This design comes from an exercise in tuning for small area on the open sky130 flow, not from production work.
No driver is modelled on the clock port, so clock power and skew are understated where the tree is cut down; a real chip needs a root buffer or a tree.
Power figures rest on the tool's default switching activity, not on a simulated workload.

## violet
==> flow/design.v <==
`timescale 1ns/1ps
module mtm_Alu (
    input  wire clk,    
    input  wire rst_n,  
    input  wire sin,    
    output wire sout    
);
localparam [1:0] RX = 2'd0, CP = 2'd1, TX = 2'd2, TE = 2'd3;
reg  [1:0]  ph;
reg  [3:0]  bc;
reg  [3:0]  fc;
reg  [64:0] q;       
reg         p;       
reg         ls, rs;  
reg         sd;      
reg         dly;     
reg         t;       
reg  [3:0]  crc;     
reg         op2, op0;
reg         cf;      
wire rx = (ph == RX);
wire cp = (ph == CP);
wire tx = (ph == TX);
wire te = (ph == TE);
wire pay   = !bc[3];                 
wire b7    = (bc == 4'd7);
wire b8    = (bc == 4'd8);
wire full  = !fc[3] && fc[2] && fc[1];  
wire tend  = tx && b8 && fc[2] && fc[0];
wire eend  = te && b7;
wire a   = q[0] ^ p;
wire b   = q[32] ^ p;
wire c   = op2 ? (a ^ b ^ cf) : (op0 ? (a | b) : (a & b));
wire cfn = op2 & (((a ^ op0) & b) | (((a ^ op0) | b) & cf));
wire step = cp && rs && !dly;    
reg  tbit;
always @* begin
    if (te)
        case ({t && full, dly})
            2'b11:   tbit = 8'b11001001 >> bc[2:0];    
            2'b10:   tbit = 8'b10100101 >> bc[2:0];    
            default: tbit = 8'b10010011 >> bc[2:0];    
        endcase
    else if (fc[2])
        tbit = (bc[2:0] == 3'd0) ? 1'b0 : (bc[2:0] == 3'd4) ? (q[63] ^ p) :
               bc[2] ? crc[2] : cf;    
    else
        tbit = q[31] ^ p;
end
wire cd  = ph[1] ? tbit : (sin | (t && bc == 4'd0));    
wire cfb = cd ^ (ph[1] ? crc[2] : crc[3]);
wire crc_ok = (crc[2:0] == 3'd0) && !cfb;
wire push = rx && !t && (pay || (b8 && dly));
wire txsh = tx && pay && !fc[2];
wire up_n = ls && !push && !txsh;
reg  [1:0] ph_n;
reg  [3:0] bc_n, fc_n;
always @* begin
    ph_n = ph;
    fc_n = fc;
    if (rx && b8)
        bc_n = sin ? bc : 4'd15;
    else if (tend || (cp && !step))
        bc_n = bc;
    else
        bc_n = bc + 4'd1;
    if ((b7 && (tx || step || (rx && !t))) || tend)    
        fc_n = fc + 4'd1;
    if (rx && b7 && (t || full)) begin
        if (t && full && !dly && crc_ok) begin
            ph_n = CP;
        end else begin
            ph_n = TE;
        end
    end
    if (step && b7 && fc[0])
        ph_n = TX;
    if (tend)
        ph_n = RX;
    if (eend) begin
        ph_n = RX;
        fc_n = 4'd14;
    end
    if (!rst_n) begin
        ph_n = RX;
        bc_n = 4'd8;
        fc_n = 4'd14;
    end
end
wire cp_n   = cp && !(step && b7 && fc[0]);
wire push_n = rx && !t && ((!bc[3] && !b7) || (b7 && dly));
wire txsh_n = tx && !fc[2] && ((!bc[3] && !b7) || (bc == 4'd15));
wire ls_n   = push_n || txsh_n || (!cp_n && !up_n);
wire lo  = (dly ? sd : sin) ^ p;
wire hi  = 1'b0;
wire mid = step ? (c ^ p) : q[32];
integer i;
always @(posedge clk) begin
    p   <= !p;
    ls  <= ls_n;
    rs  <= !ls_n;
    ph  <= ph_n;
    bc  <= bc_n;
    fc  <= fc_n;
    q[0]  <= !((lo | rs) & (q[1] | ls));
    for (i = 1; i < 64; i = i + 1)
        if (i != 31) q[i] <= !((q[i-1] | rs) & (q[i+1] | ls));
    q[31] <= !((q[30] | rs) & (mid | ls));
    q[64] <= !((q[63] | rs) & (hi | ls));
    if (!cp && pay) crc <= {crc[2:0], 1'b0} ^ {2'b00, cfb, cfb};
    if (tend || eend) crc <= 4'd0;
    if (rx) sd <= sin;
    if (rx) begin
        if (bc == 4'd15) t <= sin;
        if (b8) dly <= 1'b0;
        if (!t && bc == 4'd0) dly <= rs;    
        if (t && bc == 4'd2) dly <= sin;
        if (t && bc == 4'd1) op2 <= sin;
        if (t && bc == 4'd3) op0 <= sin;
        cf <= 1'b0;
    end
    if (ph_n == CP) dly <= up_n;
    if (ph[1] && fc[2] && pay && bc[2:0] != 3'd0) begin    
        cf <= sd;
        sd <= t;
    end
    if (step) begin
        cf <= cfn;
        sd <= cf ^ cfn;
        t  <= t & !c;
    end
    if (!rst_n) begin
        p   <= 1'b0;
        ls  <= 1'b1;
        rs  <= 1'b0;
        crc <= 4'd0;
    end
end
assign sout = (rx || cp) || !((bc == 4'd14) || ((bc == 4'd15) && tx && !fc[2]) || (pay && !tbit));
endmodule
Settings: LEC_CHECK=0, ABC_AREA=1, CAP_MARGIN=20, CORE_MARGIN=2, CORE_UTILIZATION=40, SLEW_MARGIN=20; clock period 8.0 ns.
standard.sh (not shown) runs the stock make flow with config.mk's settings and CLKGATE_MAP_FILE= SYNTH_SCRIPT=/design/flow/synth_recipe.tcl, a recipe that flattens the netlist after the stock synthesis.
==> flow/flow/run.sh <==
#!/bin/bash
# The standard layout (standard.sh, standard synthesis unchanged), with these changes:
#  - the port buffers are buf_1 cells;
#  - after clock tree synthesis, flow/clocktree.tcl replaces its tree by three clkbuf_16
#    buffers fed by the clock port, each driving the clock pins of a third of the
#    flip-flops (cut by position); the rest of the flow (routing, finish) is standard.
# Logs: standard_cts.log and standard.log (make's output), clocktree.log (OpenROAD's),
# and each ORFS step's full log under orfs/logs.
set -euo pipefail
export CTS_ARGS="-sink_clustering_enable -repair_clock_nets -dont_use_dummy_load"
export BUFFER_PORTS_ARGS="-buffer_cell sky130_fd_sc_hd__buf_1"
bash standard.sh cts > standard_cts.log 2>&1
R=orfs/results/${FLOW_PLATFORM}/mtm_Alu/base
LIB=$(ls ${FLOW_HOME}/platforms/${FLOW_PLATFORM}/lib/sky130_fd_sc_hd__tt_025C_1v80.lib) \
PLATFORM_DIR=${FLOW_HOME}/platforms/${FLOW_PLATFORM} \
IN_ODB=$R/4_cts.odb IN_SDC=$R/4_cts.sdc OUT_ODB=$R/4_cts_new.odb \
NBUF=3 BUFCELL=sky130_fd_sc_hd__clkbuf_16 \
  openroad -no_init -exit flow/clocktree.tcl > clocktree.log 2>&1
cp $R/4_cts_new.odb $R/4_1_cts.odb
sleep 1
cp $R/4_cts_new.odb $R/4_cts.odb
rm -f $R/4_cts_new.odb
bash standard.sh > standard.log 2>&1
==> flow/flow/clocktree.tcl <==
# Rebuild the clock tree that CTS made: drive the flip-flop clock pins from NBUF buffers of
# type BUFCELL, all fed by the clock port's net. Reads and writes the odb given in env vars.
set lib $::env(LIB)
read_db $::env(IN_ODB)
read_liberty $lib
read_sdc $::env(IN_SDC)
source $::env(PLATFORM_DIR)/setRC.tcl
set block [ord::get_db_block]
set nbuf $::env(NBUF)
set bufcell $::env(BUFCELL)
set db [ord::get_db]
set master [$db findMaster $bufcell]
# the clock port's net
set clkbterm [$block findBTerm clk]
set rootnet [$clkbterm getNet]
# collect sinks: flip-flop clock pins reached through the CTS buffers
set sinks {}
set todo [list $rootnet]
set cts_bufs {}
set cts_nets {}
while {[llength $todo] > 0} {
  set net [lindex $todo 0]
  set todo [lrange $todo 1 end]
  foreach it [$net getITerms] {
    if {[$it isOutputSignal]} { continue }
    set inst [$it getInst]
    set mname [[$inst getMaster] getName]
    if {[string match "*clkbuf*" $mname] || [string match "*clkinv*" $mname]} {
      lappend cts_bufs $inst
      foreach o [$inst getITerms] {
        if {[$o isOutputSignal] && [$o getNet] ne "NULL"} {
          lappend todo [$o getNet]
          lappend cts_nets [$o getNet]
        }
      }
    } else {
      lappend sinks $it
    }
  }
}
puts "sinks [llength $sinks], old clock buffers [llength $cts_bufs]"
foreach it $sinks { $it disconnect }
foreach inst $cts_bufs { odb::dbInst_destroy $inst }
foreach net $cts_nets { odb::dbNet_destroy $net }
# order the sinks by position and cut them into nbuf groups
set pts {}
foreach it $sinks {
  set inst [$it getInst]
  set loc [$inst getLocation]
  lappend pts [list [lindex $loc 0] [lindex $loc 1] $it]
}
set n [llength $pts]
if {$nbuf == 2} {
  set pts [lsort -integer -index 0 $pts]
  set groups [list [lrange $pts 0 [expr {$n/2-1}]] [lrange $pts [expr {$n/2}] end]]
} elseif {$nbuf == 4} {
  set pts [lsort -integer -index 0 $pts]
  set h [expr {$n/2}]
  set groups {}
  foreach half [list [lrange $pts 0 [expr {$h-1}]] [lrange $pts $h end]] {
    set half [lsort -integer -index 1 $half]
    set m [llength $half]
    lappend groups [lrange $half 0 [expr {$m/2-1}]] [lrange $half [expr {$m/2}] end]
  }
} else {
  set pts [lsort -integer -index 0 $pts]
  set groups {}
  for {set g 0} {$g < $nbuf} {incr g} {
    lappend groups [lrange $pts [expr {$g*$n/$nbuf}] [expr {($g+1)*$n/$nbuf-1}]]
  }
}
set g 0
foreach grp $groups {
  set sx 0; set sy 0
  foreach p $grp { incr sx [lindex $p 0]; incr sy [lindex $p 1] }
  set cx [expr {$sx / [llength $grp]}]
  set cy [expr {$sy / [llength $grp]}]
  set inst [odb::dbInst_create $block $master "clkbuf_leaf_$g"]
  $inst setLocation $cx $cy
  $inst setPlacementStatus PLACED
  set net [odb::dbNet_create $block "clknet_leaf_$g"]
  $net setSigType CLOCK
  foreach it [$inst getITerms] {
    set mt [[$it getMTerm] getName]
    if {$mt eq "A"} { $it connect $rootnet }
    if {$mt eq "X"} { $it connect $net }
  }
  foreach p $grp { [lindex $p 2] connect $net }
  puts "leaf $g: [llength $grp] sinks at $cx $cy"
  incr g
}
detailed_placement
check_placement -verbose
estimate_parasitics -placement
report_clock_skew
set worst 0
foreach pin [all_registers -clock_pins -edge_triggered] {
  foreach edge {rise fall} {
    foreach a {min max} {
      set s [expr {[sta::time_ui_sta [get_property $pin slew_${a}_$edge]] * 1e12}]
      if {$s > $worst} { set worst $s }
    }
  }
}
puts "worst flip-flop clock pin slew (placement estimate): $worst ps"
report_check_types -max_slew -max_capacitance
write_db $::env(OUT_ODB)
Every stage of the flow completed for violet, and the final layout passed the timing, DRC and antenna checks.
Here is what was changed in the inputs of harbor compared with violet.
--- a/flow/flow/run.sh
+++ b/flow/flow/run.sh
@@ -5,3 +5,5 @@
 #    buffers fed by the clock port, each driving the clock pins of a third of the
-#    flip-flops (cut by position); the rest of the flow (routing, finish) is standard.
+#    flip-flops (cut by position), and sets combinational gates to their smallest drive
+#    (repair_design then fixes any slew or capacitance limit); the rest of the flow
+#    (routing, finish) is standard.
 # Logs: standard_cts.log and standard.log (make's output), clocktree.log (OpenROAD's),
--- a/flow/flow/clocktree.tcl
+++ b/flow/flow/clocktree.tcl
@@ -1,3 +1,4 @@
 # Rebuild the clock tree that CTS made: drive the flip-flop clock pins from NBUF buffers of
-# type BUFCELL, all fed by the clock port's net. Reads and writes the odb given in env vars.
+# type BUFCELL, all fed by the clock port's net; then size gates down (below).
+# Reads and writes the odb given in env vars.
 set lib $::env(LIB)
@@ -91,2 +92,23 @@
 }
+# Synthesis (ABC) leaves some gates of a low fanout at drive 2 or 4; put every
+# combinational gate at its smallest drive, then let repair_design fix any slew or
+# capacitance limit that this breaks. Flip-flops, buffers and clock cells stay as they are.
+set ndown 0
+foreach inst [$block getInsts] {
+  set mname [[$inst getMaster] getName]
+  if {![regexp {^(sky130_fd_sc_hd__[a-z0-9]+)_([0-9]+)$} $mname -> base drive]} { continue }
+  if {$drive <= 1} { continue }
+  if {[regexp {__(df|edf|sdf|clk|buf|tap|fill|decap|conb|dly)} $mname]} { continue }
+  set small ""
+  foreach d {0 1} {
+    if {$small eq "" && [$db findMaster ${base}_$d] ne "NULL"} { set small ${base}_$d }
+  }
+  if {$small eq ""} { continue }
+  puts "downsize [$inst getName] $mname -> $small"
+  replace_cell [$inst getName] $small
+  incr ndown
+}
+puts "downsized $ndown gates"
+estimate_parasitics -placement
+repair_design
 detailed_placement
--- outcome ---
Any difference in worst hold slack after final layout between harbor and violet is small enough to ignore.
Comparing violet with harbor, the global-route total usage across every layer came out essentially unchanged.
harbor: total power about 0.33% below violet
Timing-limited maximum frequency delta (harbor -> violet): insignificant
Timing, DRC, antenna: 0 failures across harbor and violet
Reported for harbor and violet, final count of negative-setup-slack endpoints turned out identical to the last digit.
Re combinational power: harbor is about 1% down on violet.
Final standard cell area without fillers delta for harbor relative to violet: 2.2% lower
No run of this note included a check of the RTL's function; only the layout flow was run. In every run of this note, the design's own scripts or RTL, not TritonCTS, make the clock network.

[re-timing with driven ports]
How much do the figures lean on ideal ports? The routed layouts below were timed once more, with nothing changed but the port constraints. Step 1, drivers: a clkbuf_16 drives clk and a buf_2 each remaining input, both assumed. Step 2, shift: input delay + t, output delay - t, t = (earliest + latest rising clock arrival at the registers) / 2. This alone moves slack from input paths to output paths. Three values: ideal ports, drivers, drivers and shift; two values: the first two.
run	t, ns	setup slack, ns	worst hold slack (ns)
violet	0.225	4.381 / 4.318 / 4.543	0.418 / 0.418 / 0.418
harbor	0.225	4.372 / 4.311 / 4.536	0.419 / 0.419 / 0.419
After both steps every run listed still meets setup and hold.
